What follows belongs to an exercise in optimizing a design on an open flow for small area; a production flow would make more cautious choices.
The RTL was checked by simulation tests, not by an equivalence proof against the original design.
The clock input has no modelled driver; a real chip could not lean on it and would need a root buffer or a full tree.
Power is estimated from default activity; no workload was simulated.

==> flow/design.v <==
`timescale 1ns / 1ps
module sorting_system(
    input wire clk,
    input wire rst_n,            
    input wire btn_manual_1,
    input wire btn_manual_2,
    input wire sensor_out,
    output wire s0, s1,
    output wire s2, s3,
    output wire led_r, led_g, led_b,
    input wire ir_sensor,
    output wire servo_pwm_1,
    output wire servo_pwm_2,
    output wire led_ir_status
);
    reg [11:0] q;
    wire wrap  = q[11] & q[9] & q[2] & q[1];       
    wire below = ~|q[11:7];                        
    wire eq146 = q[7] & q[6] & q[4] & q[2];
    always @(posedge clk) begin
        if (rst_n | wrap) q <= 12'd66;
        else              q <= q + 12'd1;
    end
    wire [1:0] color;
    color_core cc (
        .clk(clk), .rst(rst_n), .sensor_out(sensor_out), .wrap(wrap),
        .s2(s2), .s3(s3), .color(color),
        .led_r(led_r), .led_g(led_g), .led_b(led_b)
    );
    assign s0 = 1'b1;
    assign s1 = 1'b1;
    reg ir_s1, ir_s2;
    always @(posedge clk) begin
        if (rst_n) begin
            ir_s1 <= 1'b1;
            ir_s2 <= 1'b1;
        end else begin
            ir_s1 <= ir_sensor;
            ir_s2 <= ir_s1;
        end
    end
    wire ir_edge = ir_s2 & ~ir_s1;
    assign led_ir_status = ~ir_s2;
    servo #(.W(15), .WAIT_END(26252)) sv1 (
        .clk(clk), .rst(rst_n), .btn(btn_manual_1),
        .trig(ir_edge & ~color[1] & color[0]),
        .q7(q[6:0]), .below(below), .eq146(eq146), .pwm(servo_pwm_1)
    );
    servo #(.W(16), .WAIT_END(50002)) sv2 (
        .clk(clk), .rst(rst_n), .btn(btn_manual_2),
        .trig(ir_edge & color[1] & ~color[0]),
        .q7(q[6:0]), .below(below), .eq146(eq146), .pwm(servo_pwm_2)
    );
endmodule
module color_core(
    input clk, rst, sensor_out, wrap,
    output reg s2, s3,
    output reg [1:0] color,
    output led_r, led_g, led_b
);
    reg sd1, sd2;
    wire edge_ = sd1 & ~sd2;
    reg [10:0] x, m;
    reg [9:0] s;
    reg [1:0] who;     
    reg off;           
    reg on;
    always @(posedge clk) begin
        if (rst) sd1 <= 1'b0;
        else sd1 <= sensor_out;
    end
    always @(posedge clk) sd2 <= sd1;
    wire red_ch = ~s3, blue_ch = ~s2 & s3, green_ch = s2;
    wire sfull = (s == 10'd712);               
    always @(posedge clk) begin
        if (rst | wrap) x <= 11'd0;
        else if (edge_) x <= x + 11'd1;
    end
    always @(posedge clk) begin
        if (rst | (wrap & blue_ch)) s <= 10'd0;
        else if (edge_ & ~wrap & ~sfull) s <= {s[8:0], ~(s[9] ^ s[6])};
    end
    always @(posedge clk) begin
        if (rst) begin s2 <= 1'b0; s3 <= 1'b0; end
        else if (wrap) begin s2 <= ~s2 & s3; s3 <= ~s2; end
    end
    wire gt = x > m;
    wire eq = x == m;
    always @(posedge clk) begin
        if (rst) m <= 11'd0;
        else if (wrap & (green_ch | (red_ch & gt))) m <= x;
    end
    always @(posedge clk) begin
        if (wrap & red_ch) who <= {~gt & ~eq, gt};
        else if (wrap & blue_ch) begin
            if (gt) who <= 2'b11;
            else if (eq) who <= 2'b00;
        end
    end
    always @(posedge clk) if (wrap & blue_ch) off <= ~sfull;
    always @(posedge clk) begin
        if (rst) begin color <= 2'd0; on <= 1'b0; end
        else if (wrap & green_ch) begin
            if (off) on <= 1'b0;
            else if (who != 2'd0) begin color <= who; on <= 1'b1; end
        end
    end
    assign led_r = on & ~color[1] & color[0];
    assign led_g = on & color[1] & ~color[0];
    assign led_b = on & color[1] & color[0];
endmodule
module servo #(
    parameter W = 16,
    parameter WAIT_END = 50002
)(
    input clk, rst, btn, trig,
    input [6:0] q7,
    input below, eq146,
    output reg pwm
);
    localparam [W-1:0] RET_START = {W{1'b1}} - 84;
    localparam [W-1:0] HOLD_END  = RET_START - 1;
    localparam [W-1:0] MH_START  = RET_START - 30085;
    localparam [W-1:0] NXT  = WAIT_END + 1;            
    localparam [W-1:0] SETM = MH_START & ~NXT;
    localparam [W-1:0] CLRM = ~MH_START & NXT;
    localparam IDLE=2'b00, WAIT=2'b01, MH=2'b11, RET=2'b10;
    reg [1:0] st;
    reg [W-1:0] t;
    wire wait_end = (t & WAIT_END) == WAIT_END;
    wire hold_end = (t & HOLD_END) == HOLD_END;
    wire ret_end  = &t[6:0];
    wire idle = (st == IDLE);
    wire to_mh = (st == WAIT) & wait_end;
    wire [W-1:0] t_inc = t + 1'b1;
    always @(posedge clk) begin
        if (idle) t <= {{(W-1){1'b0}}, btn};
        else if (to_mh) t <= (t_inc | SETM) & ~CLRM;    
        else t <= t_inc;
    end
    always @(posedge clk) begin
        if (rst) begin
            st <= IDLE; pwm <= 1'b0;
        end else begin
            case (st)
                MH:  pwm <= below | (pwm & ~eq146);
                RET: pwm <= below | (pwm & (q7 < ~t[6:0]));
                default: pwm <= below;
            endcase
            case (st)
                IDLE: if (btn | trig) st <= WAIT;
                WAIT: if (wait_end) st <= MH;
                MH:   if (hold_end) st <= RET;
                default: if (ret_end) st <= trig ? WAIT : IDLE;
            endcase
        end
    end
endmodule
clock: 8.0 ns
lec_check: 0
cap_margin: 20
core_margin: 2
core_utilization: 65
slew_margin: 20
standard.sh (not shown) runs the stock make flow with config.mk's settings and CLKGATE_MAP_FILE= SYNTH_SCRIPT=/design/flow/synth_recipe.tcl, a recipe that flattens the netlist after the stock synthesis.
==> flow/flow/run.sh <==
#!/bin/bash
# Own flow: the standard flow (standard.sh), with
#  - the combinational logic mapped for area (flow/my_synth.tcl); the registers
#    are checked to be the standard synthesis's, else the standard netlist is kept,
#  - port buffers of the smallest buffer cell,
#  - a flat clock tree of a few clock buffers (flow/cts_hook.tcl).
# Each tool's output goes to a log file of its own in this folder.
set -euo pipefail
W=$(pwd)
R=$W/orfs/results/$FLOW_PLATFORM/sorting_system/base

# 1. standard synthesis: the reference for the registers
bash standard.sh synth > $W/std_synth.log 2>&1
cp $R/1_2_yosys.v $W/std_1_2_yosys.v

# 2. the same synthesis mapped for area, in its own work home
sed -e "s#SYNTH_SCRIPT=[^ ]*#SYNTH_SCRIPT=$W/flow/my_synth.tcl#" \
    -e "s#WORK_HOME=[^ ]*#WORK_HOME=$W/orfs_area#" standard.sh > $W/area_synth.sh
if MY_ABC_SCRIPT=$W/flow/my.abc FLOW_SYNTH_TCL=$W/synth_recipe.tcl \
   bash $W/area_synth.sh synth > $W/area_synth.log 2>&1; then
  A=$W/orfs_area/results/$FLOW_PLATFORM/sorting_system/base/1_2_yosys.v
  if python3 $W/flow/regs.py $W/std_1_2_yosys.v $A > $W/regs_check.log 2>&1; then
    cp $A $R/1_2_yosys.v
    echo "using the area synthesis" >> $W/regs_check.log
  fi
fi

# 3. the rest of the standard flow
MY_CLK_GROUPS=${MY_CLK_GROUPS:-4} MY_CLK_BUF=${MY_CLK_BUF:-sky130_fd_sc_hd__buf_8} \
MY_CLK_ROOT=${MY_CLK_ROOT-} \
bash standard.sh \
  "BUFFER_PORTS_ARGS=-buffer_cell sky130_fd_sc_hd__buf_1" \
  "PRE_CTS_TCL=$W/flow/cts_hook.tcl" \
  finish > $W/finish.log 2>&1
==> flow/flow/cts_hook.tcl <==
# Sourced before CTS (PRE_CTS_TCL). Replaces clock_tree_synthesis with a small
# two-level clock tree: the flip-flops are split by position (recursive
# bisection) into MY_CLK_GROUPS groups, each driven by one MY_CLK_BUF placed at
# its centroid; a root MY_CLK_ROOT buffer (if set) drives those from the clock
# port. Every register sees the same number of buffers.
# split group g into k groups of nearly equal size, cutting along the longer side
proc my_split {g k} {
  if {$k <= 1} { return [list $g] }
  set xs [lsort -integer [lmap e $g {lindex $e 0}]]
  set ys [lsort -integer [lmap e $g {lindex $e 1}]]
  set dx [expr {[lindex $xs end] - [lindex $xs 0]}]
  set dy [expr {[lindex $ys end] - [lindex $ys 0]}]
  set s [lsort -integer -index [expr {$dx >= $dy ? 0 : 1}] $g]
  set k1 [expr {$k / 2}]
  set h [expr {([llength $s] * $k1 + $k / 2) / $k}]
  return [concat [my_split [lrange $s 0 [expr {$h - 1}]] $k1] \
                 [my_split [lrange $s $h end] [expr {$k - $k1}]]]
}
proc clock_tree_synthesis {args} {
  set block [ord::get_db_block]
  set dbu [$block getDbUnitsPerMicron]
  set sinks {}
  foreach pin [get_pins -of_objects [get_nets clk]] {
    if {[get_property $pin direction] != "input"} { continue }
    set inst [sta::sta_to_db_inst [get_cells -of_objects $pin]]
    set loc [$inst getLocation]
    lappend sinks [list [lindex $loc 0] [lindex $loc 1] $pin]
  }
  set k $::env(MY_CLK_GROUPS)
  set groups [my_split $sinks $k]
  puts "flat clock tree: [llength $sinks] sinks, [llength $groups] groups of $::env(MY_CLK_BUF), root $::env(MY_CLK_ROOT)"
  set i 0
  set leaf_in {}
  set tx 0; set ty 0
  foreach g $groups {
    set sx 0; set sy 0; set pins {}
    foreach e $g {
      set sx [expr {$sx + [lindex $e 0]}]
      set sy [expr {$sy + [lindex $e 1]}]
      lappend pins [lindex $e 2]
    }
    set m [llength $g]
    set cx [expr {double($sx) / $m / $dbu}]
    set cy [expr {double($sy) / $m / $dbu}]
    set tx [expr {$tx + $cx}]; set ty [expr {$ty + $cy}]
    insert_buffer -buffer_cell $::env(MY_CLK_BUF) -net clk -load_pins $pins \
      -location [list $cx $cy] -buffer_name clkleaf_$i -net_name clknet_leaf_$i
    incr i
  }
  if {$::env(MY_CLK_ROOT) ne ""} {
    # the clock port now drives only the leaf buffers' inputs
    set leaf_in {}
    foreach pin [get_pins -of_objects [get_nets clk]] {
      if {[get_property $pin direction] == "input"} { lappend leaf_in $pin }
    }
    insert_buffer -buffer_cell $::env(MY_CLK_ROOT) -net clk -load_pins $leaf_in \
      -location [list [expr {$tx / $i}] [expr {$ty / $i}]] -buffer_name clkroot -net_name clknet_root
  }
  set_propagated_clock [all_clocks]
}
Other scripts of this flow, unchanged in this note and not shown: flow/flow/my.abc, flow/flow/my_synth.tcl, flow/flow/regs.py
The starting point finished with timing, DRC and antenna clean.
Next try:
--- a/flow/flow/run.sh
+++ b/flow/flow/run.sh
@@ -29,2 +29,2 @@
-MY_CLK_GROUPS=${MY_CLK_GROUPS:-4} MY_CLK_BUF=${MY_CLK_BUF:-sky130_fd_sc_hd__buf_8} \
-MY_CLK_ROOT=${MY_CLK_ROOT-} \
+MY_CLK_GROUPS=${MY_CLK_GROUPS:-5} MY_CLK_BUF=${MY_CLK_BUF:-sky130_fd_sc_hd__clkbuf_8} \
+MY_CLK_ROOT=${MY_CLK_ROOT-sky130_fd_sc_hd__clkbuf_2} \
Effect:
- die area is unchanged
- worst setup slack gets better by 0.31 ns
- sequential power stays flat
- critical path depth is unchanged
- via count barely changes
- register-to-register slack gets worse by 0.03 ns
- first-iteration DRC count is higher by about 5.5%
Next try:
--- a/flow/flow/run.sh
+++ b/flow/flow/run.sh
@@ -29,2 +29,2 @@
-MY_CLK_GROUPS=${MY_CLK_GROUPS:-5} MY_CLK_BUF=${MY_CLK_BUF:-sky130_fd_sc_hd__clkbuf_8} \
-MY_CLK_ROOT=${MY_CLK_ROOT-sky130_fd_sc_hd__clkbuf_2} \
+MY_CLK_GROUPS=${MY_CLK_GROUPS:-3} MY_CLK_BUF=${MY_CLK_BUF:-sky130_fd_sc_hd__buf_12} \
+MY_CLK_ROOT=${MY_CLK_ROOT-} \
After rerunning: The new run passed the timing, DRC and antenna checks; total power went down by 2.2%; register-to-register slack improves by 0.04 ns; synthesized cell count stays the same; clock skew hardly moves; cell area is lower by 0.36%; die area does not change; first-iteration DRC count came out lower by 0.58%; utilization decreases by 0.25 points; synthesized area does not change; combinational power is about the same; sequential share of layout area goes up by 0.18 points.
No run of this note takes its clock network from TritonCTS; it comes from the design's own scripts or RTL.

* * *

Another version of the RTL of sorting_system (not shown whole).
Size in the first run: roughly 360 cells after synthesis, roughly 16 I/O pins, about 3500 µm² of cells after synthesis.
## sorting_system
module sorting_system(
    input wire clk,
    input wire rst_n,            
    input wire btn_manual_1,
    input wire btn_manual_2,
    input wire sensor_out,
    output wire s0, s1,
    output wire s2, s3,
    output wire led_r, led_g, led_b,
    input wire ir_sensor,
    output wire servo_pwm_1,
    output wire servo_pwm_2,
    output wire led_ir_status
);
==> flow/config.mk <==
export PLATFORM = sky130hd
export DESIGN_NAME = sorting_system
export DESIGN_NICKNAME = sorting_system
export VERILOG_FILES = /design/flow/design.v
export SDC_FILE = /design/flow/constraint.sdc
export NUM_CORES = 4
export LEC_CHECK = 0
export CAP_MARGIN = 20
export CORE_MARGIN = 2
export CORE_UTILIZATION = 65
export SLEW_MARGIN = 20
==> flow/constraint.sdc <==
create_clock -name core_clock -period 8.0 [get_ports {clk}]
set_input_delay 1.6000 -clock core_clock [delete_from_list [all_inputs] [get_ports {clk}]]
set_output_delay 1.6000 -clock core_clock [all_outputs]
set_load 0.01 [all_outputs]
==> flow/flow/run.sh <==
#!/bin/bash
# Own flow: the standard flow (standard.sh), with
#  - the combinational logic mapped for area (flow/my_synth.tcl); the registers
#    are checked to be the standard synthesis's, else the standard netlist is kept,
#  - port buffers of the smallest buffer cell,
#  - a flat clock tree of a few clock buffers (flow/cts_hook.tcl).
# Each tool's output goes to a log file of its own in this folder.
set -euo pipefail
W=$(pwd)
R=$W/orfs/results/$FLOW_PLATFORM/sorting_system/base

# 1. standard synthesis: the reference for the registers
bash standard.sh synth > $W/std_synth.log 2>&1
cp $R/1_2_yosys.v $W/std_1_2_yosys.v

# 2. the same synthesis mapped for area, in its own work home
sed -e "s#SYNTH_SCRIPT=[^ ]*#SYNTH_SCRIPT=$W/flow/my_synth.tcl#" \
    -e "s#WORK_HOME=[^ ]*#WORK_HOME=$W/orfs_area#" standard.sh > $W/area_synth.sh
if MY_ABC_SCRIPT=$W/flow/my.abc FLOW_SYNTH_TCL=$W/synth_recipe.tcl \
   bash $W/area_synth.sh synth > $W/area_synth.log 2>&1; then
  A=$W/orfs_area/results/$FLOW_PLATFORM/sorting_system/base/1_2_yosys.v
  if python3 $W/flow/regs.py $W/std_1_2_yosys.v $A > $W/regs_check.log 2>&1; then
    cp $A $R/1_2_yosys.v
    echo "using the area synthesis" >> $W/regs_check.log
  fi
fi

# 3. the rest of the standard flow
MY_CLK_GROUPS=${MY_CLK_GROUPS:-5} MY_CLK_BUF=${MY_CLK_BUF:-sky130_fd_sc_hd__clkbuf_8} \
MY_CLK_ROOT=${MY_CLK_ROOT-sky130_fd_sc_hd__clkbuf_2} \
bash standard.sh \
  "BUFFER_PORTS_ARGS=-buffer_cell sky130_fd_sc_hd__buf_1" \
  "PRE_CTS_TCL=$W/flow/cts_hook.tcl" \
  finish > $W/finish.log 2>&1
Scripts as last shown in full above: flow/flow/cts_hook.tcl
Other scripts of this flow, unchanged in this note and not shown: flow/flow/my.abc, flow/flow/my_synth.tcl, flow/flow/regs.py
Next try:
--- a/flow/flow/run.sh
+++ b/flow/flow/run.sh
@@ -28,4 +28,4 @@
 # 3. the rest of the standard flow
-MY_CLK_GROUPS=${MY_CLK_GROUPS:-5} MY_CLK_BUF=${MY_CLK_BUF:-sky130_fd_sc_hd__clkbuf_8} \
-MY_CLK_ROOT=${MY_CLK_ROOT-sky130_fd_sc_hd__clkbuf_2} \
+MY_CLK_GROUPS=${MY_CLK_GROUPS:-3} MY_CLK_BUF=${MY_CLK_BUF:-sky130_fd_sc_hd__buf_12} \
+MY_CLK_ROOT=${MY_CLK_ROOT-} \
 bash standard.sh \
What happened:
- power goes down by a few percent
- fmax goes down by a few percent
- via count goes up slightly
- sequential power stays flat
- final area goes down slightly
- cell count goes down slightly
- die area is unchanged
- synthesized cell count stays the same
In every run of this note, the design's own scripts or RTL, not TritonCTS, make the clock network.

* * *

build 95:
Another version of the RTL of sorting_system (not shown whole).
For scale: ~360 cells after synthesis, about 16 I/O pins, ~3500 sq um of cells after synthesis.
// sorting_system
module sorting_system(
    input wire clk,
    input wire rst_n,            
    input wire btn_manual_1,
    input wire btn_manual_2,
    input wire sensor_out,
    output wire s0, s1,
    output wire s2, s3,
    output wire led_r, led_g, led_b,
    input wire ir_sensor,
    output wire servo_pwm_1,
    output wire servo_pwm_2,
    output wire led_ir_status
);
export LEC_CHECK = 0
export CAP_MARGIN = 0
export CORE_MARGIN = 2
export CORE_UTILIZATION = 65
export SLEW_MARGIN = 0
create_clock -name core_clock -period 8.0 [get_ports {clk}]
==> flow/flow/run.sh <==
#!/bin/bash
# Own flow: the standard flow (standard.sh), with
#  - the combinational logic mapped for area (flow/my_synth.tcl); the registers
#    are checked to be the standard synthesis's, else the standard netlist is kept,
#  - port buffers of the smallest buffer cell,
#  - a flat clock tree of a few clock buffers (flow/cts_hook.tcl).
# Each tool's output goes to a log file of its own in this folder.
set -euo pipefail
W=$(pwd)
R=$W/orfs/results/$FLOW_PLATFORM/sorting_system/base

# 1. standard synthesis: the reference for the registers
bash standard.sh synth > $W/std_synth.log 2>&1
cp $R/1_2_yosys.v $W/std_1_2_yosys.v

# 2. the same synthesis mapped for area, in its own work home
sed -e "s#SYNTH_SCRIPT=[^ ]*#SYNTH_SCRIPT=$W/flow/my_synth.tcl#" \
    -e "s#WORK_HOME=[^ ]*#WORK_HOME=$W/orfs_area#" standard.sh > $W/area_synth.sh
if MY_ABC_SCRIPT=$W/flow/my.abc FLOW_SYNTH_TCL=$W/synth_recipe.tcl \
   bash $W/area_synth.sh synth > $W/area_synth.log 2>&1; then
  A=$W/orfs_area/results/$FLOW_PLATFORM/sorting_system/base/1_2_yosys.v
  if python3 $W/flow/regs.py $W/std_1_2_yosys.v $A > $W/regs_check.log 2>&1; then
    cp $A $R/1_2_yosys.v
    echo "using the area synthesis" >> $W/regs_check.log
  fi
fi

# 3. the rest of the standard flow
MY_CLK_GROUPS=${MY_CLK_GROUPS:-3} MY_CLK_BUF=${MY_CLK_BUF:-sky130_fd_sc_hd__buf_12} \
MY_CLK_ROOT=${MY_CLK_ROOT-} \
bash standard.sh \
  "BUFFER_PORTS_ARGS=-buffer_cell sky130_fd_sc_hd__buf_1" \
  "PRE_CTS_TCL=$W/flow/cts_hook.tcl" \
  finish > $W/finish.log 2>&1
Scripts as last shown in full above: flow/flow/cts_hook.tcl
Other scripts of this flow, unchanged in this note and not shown: flow/flow/my.abc, flow/flow/my_synth.tcl, flow/flow/regs.py
Build 95 finished every stage and its layout cleared the timing, DRC and antenna checks.
## Diff of input files: build 70 against build 95
# build 95
export LEC_CHECK = 0
export CAP_MARGIN = 0
export CORE_MARGIN = 2
export CORE_UTILIZATION = 65
export SLEW_MARGIN = 0
create_clock -name core_clock -period 8.0 [get_ports {clk}]
# build 70
export LEC_CHECK = 0
export CAP_MARGIN = 20
export CORE_MARGIN = 2
export CORE_UTILIZATION = 65
export SLEW_MARGIN = 20
create_clock -name core_clock -period 8.0 [get_ports {clk}]
--- a/flow/flow/run.sh
+++ b/flow/flow/run.sh
@@ -28,4 +28,4 @@
 # 3. the rest of the standard flow
-MY_CLK_GROUPS=${MY_CLK_GROUPS:-3} MY_CLK_BUF=${MY_CLK_BUF:-sky130_fd_sc_hd__buf_12} \
-MY_CLK_ROOT=${MY_CLK_ROOT-} \
+MY_CLK_GROUPS=${MY_CLK_GROUPS:-5} MY_CLK_BUF=${MY_CLK_BUF:-sky130_fd_sc_hd__clkbuf_8} \
+MY_CLK_ROOT=${MY_CLK_ROOT-sky130_fd_sc_hd__clkbuf_2} \
 bash standard.sh \
### Flow results
Looking at sequential share of cell area, build 70 sits 0.19 points lower than build 95 does. Looking only at share of cells above drive strength 1, and setting everything else aside, the higher value of build 95 and build 70 goes to build 70. Build 70: routing usage on met1 is 0.40 points higher than what build 95 reported. Delta (build 70 minus build 95): power share of the sequential group has decreased; largest stage delay on the critical path held. Build 95 → build 70: wire length on met2 now sits lower, post-layout instance area now larger, growth of design area from synthesis to finish went up.
[inputs] build 17 vs build 70
--- a/flow/flow/run.sh
+++ b/flow/flow/run.sh
@@ -28,4 +28,4 @@
 # 3. the rest of the standard flow
-MY_CLK_GROUPS=${MY_CLK_GROUPS:-5} MY_CLK_BUF=${MY_CLK_BUF:-sky130_fd_sc_hd__clkbuf_8} \
-MY_CLK_ROOT=${MY_CLK_ROOT-sky130_fd_sc_hd__clkbuf_2} \
+MY_CLK_GROUPS=${MY_CLK_GROUPS:-3} MY_CLK_BUF=${MY_CLK_BUF:-sky130_fd_sc_hd__buf_12} \
+MY_CLK_ROOT=${MY_CLK_ROOT-} \
 bash standard.sh \
Notes after the runs:
- Going from build 70 to build 17, total power of the final layout shrank by a few percent.
- [build 17] final design instance area without fill fell about 0.37% relative to build 70
- Compared with build 70, in build 17 final wirelength shows a reduction of 56 microns; clock share of power went down 1.7 points.
- As of build 17, number of nets at the end of the flow had fallen slightly compared to build 70.
- Re required time reported for the critical path endpoint: build 17 and build 70 aren't equal, and the lower value belongs to build 17.
- When the final numbers for build 17 and build 70 were put side by side, the global-route usage turned out to be smaller in build 17.
- Build 70 → build 17: final hold slack has remained practically unchanged; synthesized cell count has remained practically unchanged; layout cell share with drive strength beyond 1 has decreased.
- Build 17 completed every stage of the flow, and the final layout passed the timing, DRC and antenna checks.
- Switching power on build 17 is down relative to build 70.
No run of this note takes its clock network from TritonCTS; it comes from the design's own scripts or RTL.

-- re-timing with driven ports --
The results above use ideal ports. As a check the final layouts listed here were re-extracted and re-timed, cells and wires unchanged.
Step 1 sets driving cells, clkbuf_16 on the clock port and buf_2 on the other inputs (assumed; they add their load-dependent delay and slew).
Step 2 adds t to the input delays and takes it off the output delays; t is the mean of the earliest and latest rising clock arrival at the registers after step 1. Input paths then give back, and output paths get back, about the clock's delay inside the block.
a / b / c = ideal / step 1 / step 2; a / b = the first two.
run	t, ns	setup WS [ns]	worst slew at a driven data input, ns	cell pins on the clock port's net
the first run of note 1	0.210	4.234 / 4.278 / 4.068	0.03	4
the second run of note 1	0.498	4.545 / 4.544 / 4.045	0.03	1
the third run of note 1	0.210	4.232 / 4.275 / 4.064	0.03	3
the first run of note 2	0.485	4.334 / 4.332 / 3.847	0.03	1
the second run of note 2	0.207	4.120 / 4.162 / 3.955	0.03	3
build 95	0.205	4.738 / 4.778 / 4.573	0.03	3
build 70	0.481	5.058 / 5.060 / 4.579	0.03	1
build 17	0.205	4.738 / 4.778 / 4.573	0.03	3
After both steps setup and hold are still met in every run listed. For the second run of note 1, which loses most, drivers alone change the setup slack by -0.001 ns; drivers and shift together by -0.500 ns.
